This design comes from an exercise in tuning for small area and a short achievable clock period on the open sky130 flow, not from production work.
RTL that was checked went through simulation tests only; none was proved equivalent to the original.
Power figures rest on the tool's default switching activity, not on a simulated workload.

==> flow/design.v (excerpt) <==
module rx_queue_map_top (
    input  wire        clk,
    input  wire        rst,
    input  wire [5:0]  reg_wr_addr,
    input  wire [31:0] reg_wr_data,
    input  wire [3:0]  reg_wr_strb,
    input  wire        reg_wr_en,
    output wire        reg_wr_wait,
    output wire        reg_wr_ack,
    input  wire [5:0]  reg_rd_addr,
    input  wire        reg_rd_en,
    output wire [31:0] reg_rd_data,
    output wire        reg_rd_wait,
    output wire        reg_rd_ack,
    input  wire [6:0]  s_axil_awaddr,
    input  wire [2:0]  s_axil_awprot,
    input  wire        s_axil_awvalid,
    output wire        s_axil_awready,
    input  wire [31:0] s_axil_wdata,
    input  wire [3:0]  s_axil_wstrb,
    input  wire        s_axil_wvalid,
    output wire        s_axil_wready,
    output wire [1:0]  s_axil_bresp,
    output wire        s_axil_bvalid,
    input  wire        s_axil_bready,
    input  wire [6:0]  s_axil_araddr,
    input  wire [2:0]  s_axil_arprot,
    input  wire        s_axil_arvalid,
    output wire        s_axil_arready,
    output wire [31:0] s_axil_rdata,
    output wire [1:0]  s_axil_rresp,
    output wire        s_axil_rvalid,
    input  wire        s_axil_rready,
    input  wire [0:0]  req_id,
    input  wire [8:0]  req_dest,
    input  wire [31:0] req_hash,
    input  wire [7:0]  req_tag,
    input  wire        req_valid,
    output wire [7:0]  resp_queue,
    output wire [7:0]  resp_tag,
    output wire        resp_valid
);
Size: ~3,100 cells after synthesis, about 260 I/O pins, about 41,000 µm² of cells after synthesis.
export LEC_CHECK = 0
export CAP_MARGIN = 20
export CORE_MARGIN = 2
export CORE_UTILIZATION = 50
export PLACE_DENSITY = 0.7
export SETUP_SLACK_MARGIN = 3.45
export SLEW_MARGIN = 20
export TNS_END_PERCENT = 5
create_clock -name core_clock -period 6.0 [get_ports {clk}]
standard.sh (not shown) runs the stock make flow with config.mk's settings and CLKGATE_MAP_FILE= SYNTH_SCRIPT=/design/flow/synth_recipe.tcl, a recipe that flattens the netlist after the stock synthesis.
==> flow/flow/run.sh <==
#!/bin/bash
# Layout flow: the standard.sh (ORFS, the standard flow's synthesis script) with
#  - an area-recovering ABC mapping script (combinational logic only; the
#    registers are mapped by dfflibmap before ABC, exactly as in the
#    standard synthesis),
#  - buf_2 port buffers, repair free to change cell footprints,
#  - a clock tree with larger sink clusters and no dummy loads.
# make's output goes to flow_make.log; each ORFS step keeps its own log under
# orfs/logs/.
set -euo pipefail
W=$PWD
rm -rf "$W/scripts_abc"
cp -r "$FLOW_HOME/scripts" "$W/scripts_abc"
cp "$W/flow/abc_speed.script" "$W/scripts_abc/abc_speed.script"
bash standard.sh \
  "SCRIPTS_DIR=$W/scripts_abc" \
  MATCH_CELL_FOOTPRINT=0 \
  "BUFFER_PORTS_ARGS=-buffer_cell sky130_fd_sc_hd__buf_2" \
  "CTS_ARGS=-sink_clustering_enable -repair_clock_nets -dont_use_dummy_load -sink_clustering_size 20 -sink_clustering_max_diameter 100" \
  finish > flow_make.log 2>&1
==> flow/flow/abc_speed.script <==
&get -n
&st
&dch
&nf -R 1000
&put
The baseline went through all stages and came out clean.
Change:
Settings changed: CORE_UTILIZATION 50 to 60, PLACE_DENSITY 0.7 to 0.75, SETUP_SLACK_MARGIN 3.45 to 3.6.
Clock skew decreases by 14 ps.
Die area decreases by 16%.
Synthesized area does not change.
Global-route usage increases by 6.5 points.
Power is about the same.
Synthesized cell count does not change.
Worst setup slack gets better by 63 ps.
Change:
Settings changed: CORE_UTILIZATION 60 to 50, PLACE_DENSITY 0.75 to 0.7, SETUP_SLACK_MARGIN 3.6 to 3.8, TNS_END_PERCENT 5 to 20.
Outcome:
- The new run finished clean
- total power is about the same
- hold slack improves by 6.8 ps
- first-iteration DRC count came out lower by a little under a tenth
- utilization came out lower by 10 points
- global-route usage came out lower by 7.1 points
- sequential power is about the same
- via count came out lower by a few percent
- wire length came out lower by a few percent
- final area came out higher slightly
- non-clock buffer count came out higher by 3
Change:
==> flow/flow/abc_speed.script (replaced) <==
&get -n
&st
&dch
&nf -R 1000
&put
buffer -c
topo
stime -c
upsize -c
dnsize -c
Settings changed: SETUP_SLACK_MARGIN 3.8 to 3.6, TNS_END_PERCENT 20 to 5.
The changed run went through all stages and came out clean.
Routed wire length increases by 3.0%.
Area after synthesis came out higher by 2.5%.
Non-clock buffer count came out lower by 5.
First-iteration DRC count is higher by 3.7%.
Die area came out higher by 2.5%.
Combinational power is higher by about 10%.
Change:
==> flow/flow/abc_speed.script (replaced) <==
&get -n
&st
&dch
&nf -R 1000
&put
Settings changed: CORE_UTILIZATION 50 to 45, PLACE_DENSITY 0.7 to 0.6.
Outcome:
- cell count climbs by 2.0%
- utilization falls by 4.0 points
- synthesized area went down by 2.5%

========
Another version of the RTL of rx_queue_map_top (not shown whole).
For scale: ~260 I/O pins, about 43,000 um^2 of cells after synthesis.
==> flow/design.v (excerpt) <==
module rx_queue_map_top (
    input  wire        clk,
    input  wire        rst,
    input  wire [5:0]  reg_wr_addr,
    input  wire [31:0] reg_wr_data,
    input  wire [3:0]  reg_wr_strb,
    input  wire        reg_wr_en,
    output wire        reg_wr_wait,
    output wire        reg_wr_ack,
    input  wire [5:0]  reg_rd_addr,
    input  wire        reg_rd_en,
    output wire [31:0] reg_rd_data,
    output wire        reg_rd_wait,
    output wire        reg_rd_ack,
    input  wire [6:0]  s_axil_awaddr,
    input  wire [2:0]  s_axil_awprot,
    input  wire        s_axil_awvalid,
    output wire        s_axil_awready,
    input  wire [31:0] s_axil_wdata,
    input  wire [3:0]  s_axil_wstrb,
    input  wire        s_axil_wvalid,
    output wire        s_axil_wready,
    output wire [1:0]  s_axil_bresp,
    output wire        s_axil_bvalid,
    input  wire        s_axil_bready,
    input  wire [6:0]  s_axil_araddr,
    input  wire [2:0]  s_axil_arprot,
    input  wire        s_axil_arvalid,
    output wire        s_axil_arready,
    output wire [31:0] s_axil_rdata,
    output wire [1:0]  s_axil_rresp,
    output wire        s_axil_rvalid,
    input  wire        s_axil_rready,
    input  wire [0:0]  req_id,
    input  wire [8:0]  req_dest,
    input  wire [31:0] req_hash,
    input  wire [7:0]  req_tag,
    input  wire        req_valid,
    output wire [7:0]  resp_queue,
    output wire [7:0]  resp_tag,
    output wire        resp_valid
);
clock: 6.0 ns
lec_check: 0
cap_margin: 20
core_margin: 2
core_utilization: 45
place_density: 0.6
setup_slack_margin: 3.6
slew_margin: 20
==> flow/flow/abc_speed.script <==
&get -n
&st
&dch
&nf -R 1000
&put
Scripts as last shown in full above: flow/flow/run.sh
==> next run, changes <==
Settings changed: TNS_END_PERCENT set to 5.
Combinational power came out lower by 3.9%.
Via count came out lower by 3.9%.
First-iteration DRC count came out lower by 16%.
Fmax came out lower by 0.66%.
Sequential share of layout area came out higher by 2.4 points.
Routed wire length came out lower by 8.4%.
Final area came out lower by 3.3%.
Power hardly moves.
Clock power stays flat.
Count of clock-buffer cells in the layout is unchanged.

========
== cedar ==
RTL: one of the versions met above, not the one the previous note started from.
Size in the first run: about 3100 cells after synthesis, ~1300 flip-flops, ~260 I/O pins.
Settings: LEC_CHECK=0, CAP_MARGIN=20, CORE_MARGIN=2, CORE_UTILIZATION=50, PLACE_DENSITY=0.7, SETUP_SLACK_MARGIN=3.3, SLEW_MARGIN=20, TNS_END_PERCENT=5; clock period 6.0 ns.
Scripts as last shown in full above: flow/flow/run.sh, flow/flow/abc_speed.script
Here is what was changed in the inputs of lagoon compared with cedar.
- changing SETUP_SLACK_MARGIN from 3.3 to 3.6
--- a/flow/flow/run.sh
+++ b/flow/flow/run.sh
@@ -19 +19 @@
-  "CTS_ARGS=-sink_clustering_enable -repair_clock_nets -dont_use_dummy_load -sink_clustering_size 20 -sink_clustering_max_diameter 100" \
+  "CTS_ARGS=-sink_clustering_enable -repair_clock_nets -dont_use_dummy_load -sink_clustering_size 25 -sink_clustering_max_diameter 100" \
[summary]
- Average cell area after synthesis: cedar vs lagoon identical
- Looking at launching element of the worst setup path, the mqnic_rx_queue_map_inst.s_axil_rdata_pipe_reg[5] result is from lagoon; the mqnic_rx_queue_map_inst.tbl_phase_reg one comes from cedar.
- Design area (higher): cedar
- According to the power report, total power for lagoon is lower than for cedar.
- Cmp lagoon and cedar / leakage power / higher: cedar
- Register-to-register path setup slack (higher): lagoon
The following lists how raven was set up differently from lagoon:
--- a/flow/flow/run.sh
+++ b/flow/flow/run.sh
@@ -19 +19 @@
-  "CTS_ARGS=-sink_clustering_enable -repair_clock_nets -dont_use_dummy_load -sink_clustering_size 25 -sink_clustering_max_diameter 100" \
+  "CTS_ARGS=-sink_clustering_enable -repair_clock_nets -dont_use_dummy_load -sink_clustering_size 20 -sink_clustering_max_diameter 100" \
Results
Result: PASS for each of raven and lagoon
raven vs. lagoon: combinational power share down 0.3 points, count of clock-buffer cells in the layout up 17, worst path setup slack after routing up 0.012 ns, minimum hold slack up 0.0089 ns, data-path buffer share of cell area in the final layout flat.
Diff raven and lagoon: switching power summed over all nets lower in lagoon
Cmp raven and lagoon / number of global-route vias before repair / higher: raven
From raven to lagoon, global-route congestion overflow total did not move at all.
raven: total chip power about 4% above lagoon
Sort raven and lagoon by global-route wire length before repair, descending, and raven comes first.
Diff raven and lagoon: total vias in the final route higher in raven

========
Another version of the RTL of rx_queue_map_top (not shown whole).
For scale: roughly 2500 cells after synthesis, ~1300 flip-flops, about 260 I/O pins, ~45000 sq um of cells after synthesis.
==> flow/design.v (excerpt) <==
module rx_queue_map_top (
    input  wire        clk,
    input  wire        rst,
    input  wire [5:0]  reg_wr_addr,
    input  wire [31:0] reg_wr_data,
    input  wire [3:0]  reg_wr_strb,
    input  wire        reg_wr_en,
    output wire        reg_wr_wait,
    output wire        reg_wr_ack,
    input  wire [5:0]  reg_rd_addr,
    input  wire        reg_rd_en,
    output wire [31:0] reg_rd_data,
    output wire        reg_rd_wait,
    output wire        reg_rd_ack,
    input  wire [6:0]  s_axil_awaddr,
    input  wire [2:0]  s_axil_awprot,
    input  wire        s_axil_awvalid,
    output wire        s_axil_awready,
    input  wire [31:0] s_axil_wdata,
    input  wire [3:0]  s_axil_wstrb,
    input  wire        s_axil_wvalid,
    output wire        s_axil_wready,
    output wire [1:0]  s_axil_bresp,
    output wire        s_axil_bvalid,
    input  wire        s_axil_bready,
    input  wire [6:0]  s_axil_araddr,
    input  wire [2:0]  s_axil_arprot,
    input  wire        s_axil_arvalid,
    output wire        s_axil_arready,
    output wire [31:0] s_axil_rdata,
    output wire [1:0]  s_axil_rresp,
    output wire        s_axil_rvalid,
    input  wire        s_axil_rready,
    input  wire [0:0]  req_id,
    input  wire [8:0]  req_dest,
    input  wire [31:0] req_hash,
    input  wire [7:0]  req_tag,
    input  wire        req_valid,
    output wire [7:0]  resp_queue,
    output wire [7:0]  resp_tag,
    output wire        resp_valid
);
mqnic_rx_queue_map #(
    .PORTS(2),
    .QUEUE_INDEX_WIDTH(8),
    .INDIR_TBL_ADDR_WIDTH(4),
    .ID_WIDTH(1),
    .DEST_WIDTH(9),
    .HASH_WIDTH(32),
    .TAG_WIDTH(8),
    .REG_ADDR_WIDTH(6),
    .REG_DATA_WIDTH(32),
    .REG_STRB_WIDTH(4),
    .RB_BASE_ADDR(0),
    .RB_NEXT_PTR(32'h100),
    .AXIL_DATA_WIDTH(32),
    .AXIL_ADDR_WIDTH(7),
    .AXIL_STRB_WIDTH(4),
    .AXIL_BASE_ADDR(32'h1000)
)
mqnic_rx_queue_map_inst (
    .clk(clk), .rst(rst),
  ...
export LEC_CHECK = 0
export CAP_MARGIN = 20
export CORE_MARGIN = 2
export CORE_UTILIZATION = 50
export PLACE_DENSITY = 0.7
export SETUP_SLACK_MARGIN = 3.6
export SLEW_MARGIN = 20
export TNS_END_PERCENT = 5
create_clock -name core_clock -period 6.0 [get_ports {clk}]
==> flow/flow/run.sh <==
#!/bin/bash
# Layout flow: the standard.sh (ORFS, the standard flow's synthesis script) with
#  - an area-recovering ABC mapping script (combinational logic only; the
#    registers are mapped by dfflibmap before ABC, exactly as in the
#    standard synthesis),
#  - buf_2 port buffers, repair free to change cell footprints,
#  - a clock tree with larger sink clusters and no dummy loads.
# make's output goes to flow_make.log; each ORFS step keeps its own log under
# orfs/logs/.
set -euo pipefail
W=$PWD
rm -rf "$W/scripts_abc"
cp -r "$FLOW_HOME/scripts" "$W/scripts_abc"
cp "$W/flow/abc_speed.script" "$W/scripts_abc/abc_speed.script"
bash standard.sh \
  "SCRIPTS_DIR=$W/scripts_abc" \
  MATCH_CELL_FOOTPRINT=0 \
  "BUFFER_PORTS_ARGS=-buffer_cell sky130_fd_sc_hd__buf_2" \
  "CTS_ARGS=-sink_clustering_enable -repair_clock_nets -dont_use_dummy_load -sink_clustering_size 20 -sink_clustering_max_diameter 100" \
  finish > flow_make.log 2>&1
Scripts as last shown in full above: flow/flow/abc_speed.script
The baseline produced a clean layout.
Next try:
- CORE_UTILIZATION: 50 -> 45
- PLACE_DENSITY: 0.7 -> 0.6
Effect:
- cell area barely changes
- area after synthesis is unchanged
- flip-flop and latch count stays the same
- clock-buffer cell count does not change
- combinational power decreases by 4.2%
- power hardly moves
- clock skew increases by 18 ps
- worst hold slack is better by 5.0 ps
- global-route usage decreases by 2.7 points

========
== rev 12 ==
Another version of the RTL of rx_queue_map_top (not shown whole).
For scale: about 2500 cells after synthesis, about 260 I/O pins, roughly 44000 um2 of cells after synthesis.
## rx_queue_map_top
module rx_queue_map_top (
    input  wire        clk,
    input  wire        rst,
    input  wire [5:0]  reg_wr_addr,
    input  wire [31:0] reg_wr_data,
    input  wire [3:0]  reg_wr_strb,
    input  wire        reg_wr_en,
    output wire        reg_wr_wait,
    output wire        reg_wr_ack,
    input  wire [5:0]  reg_rd_addr,
    input  wire        reg_rd_en,
    output wire [31:0] reg_rd_data,
    output wire        reg_rd_wait,
    output wire        reg_rd_ack,
    input  wire [6:0]  s_axil_awaddr,
    input  wire [2:0]  s_axil_awprot,
    input  wire        s_axil_awvalid,
    output wire        s_axil_awready,
    input  wire [31:0] s_axil_wdata,
    input  wire [3:0]  s_axil_wstrb,
    input  wire        s_axil_wvalid,
    output wire        s_axil_wready,
    output wire [1:0]  s_axil_bresp,
    output wire        s_axil_bvalid,
    input  wire        s_axil_bready,
    input  wire [6:0]  s_axil_araddr,
    input  wire [2:0]  s_axil_arprot,
    input  wire        s_axil_arvalid,
    output wire        s_axil_arready,
    output wire [31:0] s_axil_rdata,
    output wire [1:0]  s_axil_rresp,
    output wire        s_axil_rvalid,
    input  wire        s_axil_rready,
    input  wire [0:0]  req_id,
    input  wire [8:0]  req_dest,
    input  wire [31:0] req_hash,
    input  wire [7:0]  req_tag,
    input  wire        req_valid,
    output wire [7:0]  resp_queue,
    output wire [7:0]  resp_tag,
    output wire        resp_valid
);
mqnic_rx_queue_map #(
    .PORTS(2),
    .QUEUE_INDEX_WIDTH(8),
    .INDIR_TBL_ADDR_WIDTH(4),
    .ID_WIDTH(1),
    .DEST_WIDTH(9),
    .HASH_WIDTH(32),
    .TAG_WIDTH(8),
    .REG_ADDR_WIDTH(6),
  ...
Settings: LEC_CHECK=0, CAP_MARGIN=20, CORE_MARGIN=2, CORE_UTILIZATION=45, PLACE_DENSITY=0.6, SETUP_SLACK_MARGIN=3.8, SLEW_MARGIN=20, TNS_END_PERCENT=5; clock period 6.0 ns.
Scripts as last shown in full above: flow/flow/run.sh, flow/flow/abc_speed.script
Rev 12 reached the final stage; the timing, design-rule and antenna checks on its layout passed.
### rev 12 -> rev 13
Settings: SETUP_SLACK_MARGIN now 3.6, was 3.8.
Findings:
Taking rev 12 as the reference, in rev 13 depth of the worst register-to-register path shows an increase of 3, number of standard cells in the layout, taps in and fillers out shows no meaningful change.
Going from rev 12 to rev 13, ratio of final minimum period to clock period increased 0.17 points, number of DRC markers after the initial detailed-route iteration increased about 0.8%, setup slack decreased 0.010 ns, register-to-register slack decreased 0.09 ns.
No functional check of the RTL was part of any run of this note.

==> re-timing with driven ports <==
How much do the figures lean on ideal ports? The routed layouts below were timed once more, with nothing changed but the port constraints. Step 1 sets driving cells, clkbuf_16 on the clock port and buf_2 on the other inputs (assumed; they add their load-dependent delay and slew). Step 2, shift: input delay + t, output delay - t, t = (earliest + latest rising clock arrival at the registers) / 2. This alone moves slack from input paths to output paths. Slacks: ideal ports / drivers / drivers and shift; pairs: ideal ports / drivers.
run	shift t [ns]	slack for setup (ns)	pins driven straight from the clock port
the first run of note 1	0.682	3.444 / 3.436 / 3.132	1
the second run of note 1	0.682	3.508 / 3.443 / 3.077	1
the third run of note 1	0.693	3.512 / 3.444 / 3.113	1
the fourth run of note 1	0.684	3.470 / 3.409 / 3.049	1
the fifth run of note 1	0.684	3.475 / 3.406 / 3.112	1
the first run of note 2	0.711	3.456 / 3.500 / 2.789	1
the second run of note 2	0.690	3.439 / 3.480 / 2.790	1
cedar	0.680	3.349 / 3.349 / 3.122	1
lagoon	0.719	3.492 / 3.424 / 3.118	1
raven	0.684	3.504 / 3.435 / 3.141	1
the first run of note 4	0.695	3.632 / 3.566 / 3.092	1
the second run of note 4	0.711	3.616 / 3.545 / 3.057	1
rev 12	0.674	3.592 / 3.520 / 3.158	1
rev 13	0.704	3.582 / 3.516 / 3.076	1
After both steps setup and hold are still met in every run listed. The setup slack of the first run of note 2, which loses most, moves by +0.044 ns with the drivers and by -0.667 ns with both steps.
